What follows belongs to an exercise in optimizing a design on an open flow for small area, a short achievable clock period and few clock cycles per item; a production flow would make more cautious choices. No activity file was given, so power comes from the tool's default toggle rates.

Design riscv_base_divider, start of the top module:
module riscv_base_divider (
    input           clk_i,
    input           rst_i,
    input           opcode_valid_i,
    input  [31:0]   opcode_opcode_i,
    input  [31:0]   opcode_pc_i,
    input           opcode_invalid_i,
    input  [4:0]    opcode_rd_idx_i,
    input  [4:0]    opcode_ra_idx_i,
    input  [4:0]    opcode_rb_idx_i,
    input  [31:0]   opcode_ra_operand_i,
    input  [31:0]   opcode_rb_operand_i,
    output          writeback_valid_o,
    output [31:0]   writeback_value_o
);
    wire inst_div_w  = (opcode_opcode_i & 32'hfe00707f) == 32'h2004033;
    wire inst_divu_w = (opcode_opcode_i & 32'hfe00707f) == 32'h2005033;
    wire inst_rem_w  = (opcode_opcode_i & 32'hfe00707f) == 32'h2006033;
    wire inst_remu_w = (opcode_opcode_i & 32'hfe00707f) == 32'h2007033;
    wire div_rem_inst_w = inst_div_w | inst_divu_w | inst_rem_w | inst_remu_w;
    wire valid_req_w = opcode_valid_i & div_rem_inst_w & ~opcode_invalid_i;
    localparam [1:0] S_IDLE = 2'd0, S_SETUP = 2'd1, S_ITER = 2'd2;
    reg [1:0]  state_q;
    reg        valid_q;
    reg [32:0] rem_q;      
    reg [32:0] div_q;      
    reg [31:0] quo_q;      
    reg [5:0]  cnt_q;      
    reg [5:0]  mb_q;       
    reg        is_div_q;
    reg        an_q;       
    reg        sub_q;      
    function [5:0] sigbits;
        input [31:0] v;
        input        top;
        reg [31:0] y;
        reg [31:0] x;
  ...
Settings: LEC_CHECK=0, CAP_MARGIN=20, CORE_MARGIN=2, CORE_UTILIZATION=40, CTS_BUF_LIST=sky130_fd_sc_hd__clkbuf_8, SETUP_SLACK_MARGIN=2.4, SLEW_MARGIN=20; clock period 6.0 ns.
standard.sh (not shown) runs the stock make flow with config.mk's settings and CLKGATE_MAP_FILE= SYNTH_SCRIPT=/design/flow/synth_recipe.tcl, a recipe that flattens the netlist after the stock synthesis.
==> flow/flow/run.sh <==
#!/bin/bash
set -euo pipefail
export BUFFER_PORTS_ARGS="-buffer_cell sky130_fd_sc_hd__buf_1"
bash standard.sh > flow.log 2>&1
==> next run, changes <==
--- a/flow/design.v
+++ b/flow/design.v
@@ -94,31 +94,31 @@
                     pg_g[k] = pg_g[k] | (pg_p[k] & pg_g[k-d]);
                     pg_p[k] = pg_p[k] & pg_p[k-d];
                 end
     end
     wire [32:0] hp_w    = rem_q ^ div_q;
     wire [32:0] t_w     = hp_w ^ pg_g[32:0];
     wire        tzero_w = &hp_w;
     wire        acc_w   = an_q ? (t_w[32] | tzero_w) : ~t_w[32];
     wire [6:0]  s_w      = {1'b0, cnt_q} - {1'b0, mb_q} + {6'd0, an_q};
+    wire [4:0]  sc_w     = s_w[4:0] | {5{s_w[5]}};
     reg  [32:0] dsh_w;
     integer     j;
     always @* begin
         dsh_w = div_q;
-        for (j = 0; j < 6; j = j + 1)
-            if (s_w[j]) dsh_w = (dsh_w << (1 << j)) | ((33'd1 << (1 << j)) - 33'd1);
+        for (j = 0; j < 5; j = j + 1)
+            if (sc_w[j]) dsh_w = (dsh_w << (1 << j)) | ((33'd1 << (1 << j)) - 33'd1);
     end
     wire        bzero_q  = (mb_q == 6'd0) & (an_q ^ sub_q);
     wire        negq_w   = is_div_q & ~sub_q & ~bzero_q;
     wire        presub_w = acc_w & ~(is_div_q & sub_q);
     wire        last_w   = (cnt_q == 6'd0);
-    wire       early_w = (state_q == S_SETUP) &
-                         (an_q ? ({1'b0, cnt_q} + 7'd1 < {1'b0, mb_q}) : (cnt_q < mb_q));
+    wire       early_w = (state_q == S_SETUP) & ~an_q & (cnt_q < mb_q);
     wire       idle_w  = (state_q == S_IDLE) | early_w;
     always @(posedge clk_i or posedge rst_i) begin
         if (rst_i) begin
             state_q <= S_IDLE;
             valid_q <= 1'b0;
         end else begin
             valid_q <= 1'b0;
             case (state_q)
                 S_IDLE:  if (valid_req_w) state_q <= S_SETUP;
@@ -149,19 +149,19 @@
                 div_q    <= {bn_in_w, opcode_rb_operand_i} ^ ({33{sub_in_w}} | lowz_w);
                 cnt_q    <= ma_in_w;
                 mb_q     <= mb_in_w;
             end
             {1'b0, S_SETUP}: begin
                 if (presub_w & ~bzero_q) rem_q <= t_w;
                 quo_q <= {{31{bzero_q | (negq_w & acc_w)}},
                           bzero_q | (negq_w & acc_w) | (tzero_w & is_div_q & sub_q)};
                 div_q <= dsh_w;
-                cnt_q <= s_w[5:0];
+                cnt_q <= {1'b0, sc_w};
             end
             default: begin
                 if (acc_w) rem_q <= t_w;
                 quo_q <= {quo_q[30:0], acc_w ^ negq_w};
                 div_q <= {div_q[32], div_q[32:1]};
                 cnt_q <= cnt_q - 6'd1;
             end
         endcase
     end
Synthesized cell count climbs by a few percent.
Final area climbs by a little under a tenth.
Worst setup slack is worse by 200 ps.
Die area climbs slightly.
Via count climbs by a little under a tenth.
Combinational power climbs by well over a third.
Hold slack is worse by 11 ps.
Routed wire length climbs by roughly a tenth.
Sequential share of layout area drops by 1.7 points.
Maximum frequency drops by a few percent.
Clock-buffer cell count is unchanged.
Global-route usage climbs by 0.93 points.
Register-to-register slack is worse by 200 ps.
Function was not checked in any run of this note: the RTL went through the layout flow alone.


== xenon ==
The RTL this note starts from:
==> flow/design.v <==
module riscv_base_divider (
    input           clk_i,
    input           rst_i,
    input           opcode_valid_i,
    input  [31:0]   opcode_opcode_i,
    input  [31:0]   opcode_pc_i,
    input           opcode_invalid_i,
    input  [4:0]    opcode_rd_idx_i,
    input  [4:0]    opcode_ra_idx_i,
    input  [4:0]    opcode_rb_idx_i,
    input  [31:0]   opcode_ra_operand_i,
    input  [31:0]   opcode_rb_operand_i,
    output          writeback_valid_o,
    output [31:0]   writeback_value_o
);
    wire inst_div_w  = (opcode_opcode_i & 32'hfe00707f) == 32'h2004033;
    wire inst_divu_w = (opcode_opcode_i & 32'hfe00707f) == 32'h2005033;
    wire inst_rem_w  = (opcode_opcode_i & 32'hfe00707f) == 32'h2006033;
    wire inst_remu_w = (opcode_opcode_i & 32'hfe00707f) == 32'h2007033;
    wire div_rem_inst_w = inst_div_w | inst_divu_w | inst_rem_w | inst_remu_w;
    wire valid_req_w = opcode_valid_i & div_rem_inst_w & ~opcode_invalid_i;
    localparam [1:0] S_IDLE = 2'd0, S_SETUP = 2'd1, S_ITER = 2'd2;
    reg [1:0]  state_q;
    reg        valid_q;
    reg [33:0] rem_q;      
    reg [33:0] div_q;      
    reg [31:0] quo_q;      
    reg [5:0]  cnt_q;      
    reg [5:0]  mb_q;       
    reg        is_div_q;
    reg        an_q;       
    reg        sub_q;      
    reg        bzero_q;    
    reg        inv_q;      
    function [5:0] sigbits;
        input [31:0] v;
        input        top;
        reg [31:0] y;
        reg [15:0] n1; reg [15:0] p1;
        reg [7:0]  n2; reg [15:0] p2;
        reg [3:0]  n3; reg [11:0] p3;
        reg [1:0]  n4; reg [7:0]  p4;
        integer i;
        begin
            y = v ^ {top, v[31:1]};
            for (i = 0; i < 16; i = i + 1) begin
                n1[i] = y[2*i+1] | y[2*i];
                p1[i] = y[2*i+1];
            end
            for (i = 0; i < 8; i = i + 1) begin
                n2[i] = n1[2*i+1] | n1[2*i];
                p2[2*i+:2] = n1[2*i+1] ? {1'b1, p1[2*i+1]} : {1'b0, p1[2*i]};
            end
            for (i = 0; i < 4; i = i + 1) begin
                n3[i] = n2[2*i+1] | n2[2*i];
                p3[3*i+:3] = n2[2*i+1] ? {1'b1, p2[2*(2*i+1)+:2]} : {1'b0, p2[2*(2*i)+:2]};
            end
            for (i = 0; i < 2; i = i + 1) begin
                n4[i] = n3[2*i+1] | n3[2*i];
                p4[4*i+:4] = n3[2*i+1] ? {1'b1, p3[3*(2*i+1)+:3]} : {1'b0, p3[3*(2*i)+:3]};
            end
            sigbits = {n4[1] | n4[0], n4[1] ? {1'b1, p4[7:4]} : {1'b0, p4[3:0]}};
        end
    endfunction
    wire        sgn_w   = ~opcode_opcode_i[12];
    wire        an_in_w = sgn_w & opcode_ra_operand_i[31];
    wire        bn_in_w = sgn_w & opcode_rb_operand_i[31];
    wire        sub_in_w = ~(an_in_w ^ bn_in_w);
    reg  [33:0] lowz_w;
    integer     m, e;
    always @* begin
        lowz_w = {~bn_in_w, ~opcode_rb_operand_i, 1'b1};
        for (e = 1; e < 64; e = e * 2)
            for (m = 0; m < 34; m = m + 1)
                if (m % (2*e) == 2*e-1) lowz_w[m] = lowz_w[m] & lowz_w[m-e];
        for (e = 16; e >= 1; e = e / 2)
            for (m = 0; m < 34; m = m + 1)
                if (m >= 3*e-1 && (m - (3*e-1)) % (2*e) == 0) lowz_w[m] = lowz_w[m] & lowz_w[m-e];
    end
    reg  [34:0] pg_g, pg_p;
    integer     k, d;
    always @* begin
        pg_g = {rem_q & div_q, 1'b1};
        pg_p = {rem_q ^ div_q, 1'b0};
        for (d = 1; d < 64; d = d * 2)
            for (k = 0; k < 35; k = k + 1)
                if (k % (2*d) == 2*d-1) begin
                    pg_g[k] = pg_g[k] | (pg_p[k] & pg_g[k-d]);
                    pg_p[k] = pg_p[k] & pg_p[k-d];
                end
        for (d = 16; d >= 1; d = d / 2)
            for (k = 0; k < 35; k = k + 1)
                if (k >= 3*d-1 && (k - (3*d-1)) % (2*d) == 0) begin
                    pg_g[k] = pg_g[k] | (pg_p[k] & pg_g[k-d]);
                    pg_p[k] = pg_p[k] & pg_p[k-d];
                end
    end
    wire [33:0] hp_w    = rem_q ^ div_q;
    wire [33:0] t_w     = hp_w ^ pg_g[33:0];
    wire        tzero_w = &hp_w;
    wire        acc_w   = an_q ? (t_w[33] | tzero_w) : ~t_w[33];
    wire [5:0]  s_w      = cnt_q - mb_q + {5'd0, an_q};
    reg  [33:0] dsh_w;
    integer     j;
    always @* begin
        dsh_w = div_q;
        for (j = 0; j < 6; j = j + 1)
            if (s_w[j]) dsh_w = (dsh_w << (1 << j)) | ((34'd1 << (1 << j)) - 34'd1);
    end
    wire        negq_w   = is_div_q & ~sub_q & ~bzero_q;
    wire        presub_w = acc_w & ~(is_div_q & sub_q);
    wire        last_w   = (cnt_q == 6'd0);
    always @(posedge clk_i or posedge rst_i) begin
        if (rst_i) begin
            state_q <= S_IDLE;
            valid_q <= 1'b0;
        end else begin
            valid_q <= 1'b0;
            case (state_q)
                S_IDLE:  if (valid_req_w) begin
                             if (early_w) valid_q <= 1'b1;
                             else         state_q <= S_SETUP;
                         end
                S_SETUP: if (bzero_q | ~acc_w) begin
                             state_q <= S_IDLE;
                             valid_q <= 1'b1;
                         end else
                             state_q <= S_ITER;
                default: if (last_w) begin
                             state_q <= S_IDLE;
                             valid_q <= 1'b1;
                         end
            endcase
        end
    end
    wire [5:0] ma_in_w = sigbits(opcode_ra_operand_i, an_in_w);
    wire [5:0] mb_in_w = sigbits(opcode_rb_operand_i, bn_in_w);
    wire       lt0_w   = ma_in_w[4:0] < mb_in_w[4:0];
    wire       lt1_w   = {1'b0, ma_in_w[4:0]} + 6'd1 < {1'b0, mb_in_w[4:0]};
    wire       early_w = mb_in_w[5] & (ma_in_w[5] ? (an_in_w ? lt1_w : lt0_w)
                                                  : (~an_in_w | (mb_in_w[4:0] != 5'd0)));
    always @(posedge clk_i) begin
        case (state_q)
            S_IDLE: begin
                quo_q    <= 32'd0;
                is_div_q <= ~opcode_opcode_i[13];
                an_q     <= an_in_w;
                sub_q    <= sub_in_w;
                bzero_q  <= (opcode_rb_operand_i == 32'd0);
                rem_q    <= {{2{an_in_w}}, opcode_ra_operand_i};
                div_q    <= {{2{bn_in_w}}, opcode_rb_operand_i} ^ ({34{sub_in_w}} | lowz_w);
                cnt_q    <= {1'b0, ma_in_w[4:0]} + {5'd0, ma_in_w[5]};
                mb_q     <= {1'b0, mb_in_w[4:0]} + {5'd0, mb_in_w[5]};
            end
            S_SETUP: begin
                if (presub_w & ~bzero_q) rem_q <= t_w;
                inv_q <= negq_w;
                quo_q <= {32{bzero_q | (negq_w & acc_w)}};
                div_q <= dsh_w;
                cnt_q <= s_w;
            end
            default: begin
                if (acc_w) rem_q <= t_w;
                quo_q <= {quo_q[30:0], acc_w ^ inv_q};
                div_q <= {div_q[33], div_q[33:1]};
                cnt_q <= cnt_q - 6'd1;
            end
        endcase
    end
    assign writeback_valid_o = valid_q;
    assign writeback_value_o = is_div_q ? quo_q : rem_q[31:0];
endmodule
clock: 6.0 ns
lec_check: 0
cap_margin: 20
core_margin: 2
core_utilization: 40
setup_slack_margin: 2.0
slew_margin: 20
run.sh (not shown) runs the stock make flow with config.mk's settings and CLKGATE_MAP_FILE= SYNTH_SCRIPT=/design/flow/synth_recipe.tcl, a recipe that flattens the netlist after the stock synthesis.
Stock flow here: none of the scripts above is used.
The inputs of violet differ from those of xenon as listed below.
--- a/flow/design.v
+++ b/flow/design.v
@@ -117,10 +117,7 @@
         end else begin
             valid_q <= 1'b0;
             case (state_q)
-                S_IDLE:  if (valid_req_w) begin
-                             if (early_w) valid_q <= 1'b1;
-                             else         state_q <= S_SETUP;
-                         end
+                S_IDLE:  if (valid_req_w) state_q <= S_SETUP;
                 S_SETUP: if (bzero_q | ~acc_w) begin
                              state_q <= S_IDLE;
                              valid_q <= 1'b1;
@@ -135,14 +132,9 @@
     end
     wire [5:0] ma_in_w = sigbits(opcode_ra_operand_i, an_in_w);
     wire [5:0] mb_in_w = sigbits(opcode_rb_operand_i, bn_in_w);
-    wire       lt0_w   = ma_in_w[4:0] < mb_in_w[4:0];
-    wire       lt1_w   = {1'b0, ma_in_w[4:0]} + 6'd1 < {1'b0, mb_in_w[4:0]};
-    wire       early_w = mb_in_w[5] & (ma_in_w[5] ? (an_in_w ? lt1_w : lt0_w)
-                                                  : (~an_in_w | (mb_in_w[4:0] != 5'd0)));
     always @(posedge clk_i) begin
         case (state_q)
             S_IDLE: begin
-                quo_q    <= 32'd0;
                 is_div_q <= ~opcode_opcode_i[13];
                 an_q     <= an_in_w;
                 sub_q    <= sub_in_w;
[summary]
Wire length of the first global-routing pass down about 10% in violet wrt xenon
Of violet and xenon, it is violet that has the higher filler cell count.
Per the comparison of violet with xenon, count of non-filler cells in the finished layout lost 1.1%; area used by multi-input combinational logic decreased by 8.4% relative to the old numbers; core area neither gained nor lost much.
Cell with the largest stage delay on the worst path = clkdlybuf4s50_1: xenon; cell with the largest stage delay on the worst path = xnor2_2: violet
The setup slack of violet is larger than that of xenon.
In violet the post-CTS setup-driven buffer insertion count turned out 13 lower than in xenon.
Number of distinct library cells after synthesis delta for violet relative to xenon: 10 lower
No functional check of the RTL was part of any run of this note.

port drivers added, routing unchanged:
No port has a modelled driver above. Below, the same layouts with a new extraction and two added sets of constraints.
Step 1 (the two cells are an assumption about what drives the block):
set clk [get_ports {clk_i}]
set_driving_cell -lib_cell sky130_fd_sc_hd__clkbuf_16 $clk
set_driving_cell -lib_cell sky130_fd_sc_hd__buf_2 [delete_from_list [all_inputs] $clk]
Step 2 also shifts input and output timing later by t, the mid clock arrival at the registers, as if the neighbouring blocks saw the same clock.
Three values: ideal ports, drivers, drivers and shift; two values: the first two.
run	shift t [ns]	setup slack, ns	worst data-port slew with drivers (ns)
the first run of note 1	0.495	2.153 / 2.153 / 2.153	0.06
the second run of note 1	0.502	1.952 / 1.952 / 1.952	0.06
xenon	0.472	2.043 / 2.066 / 1.594	0.05
violet	0.463	2.119 / 2.119 / 1.699	0.04
After both steps setup and hold are still met in every run listed. The setup slack of xenon, which loses most, moves by +0.023 ns with the drivers and by -0.449 ns with both steps.
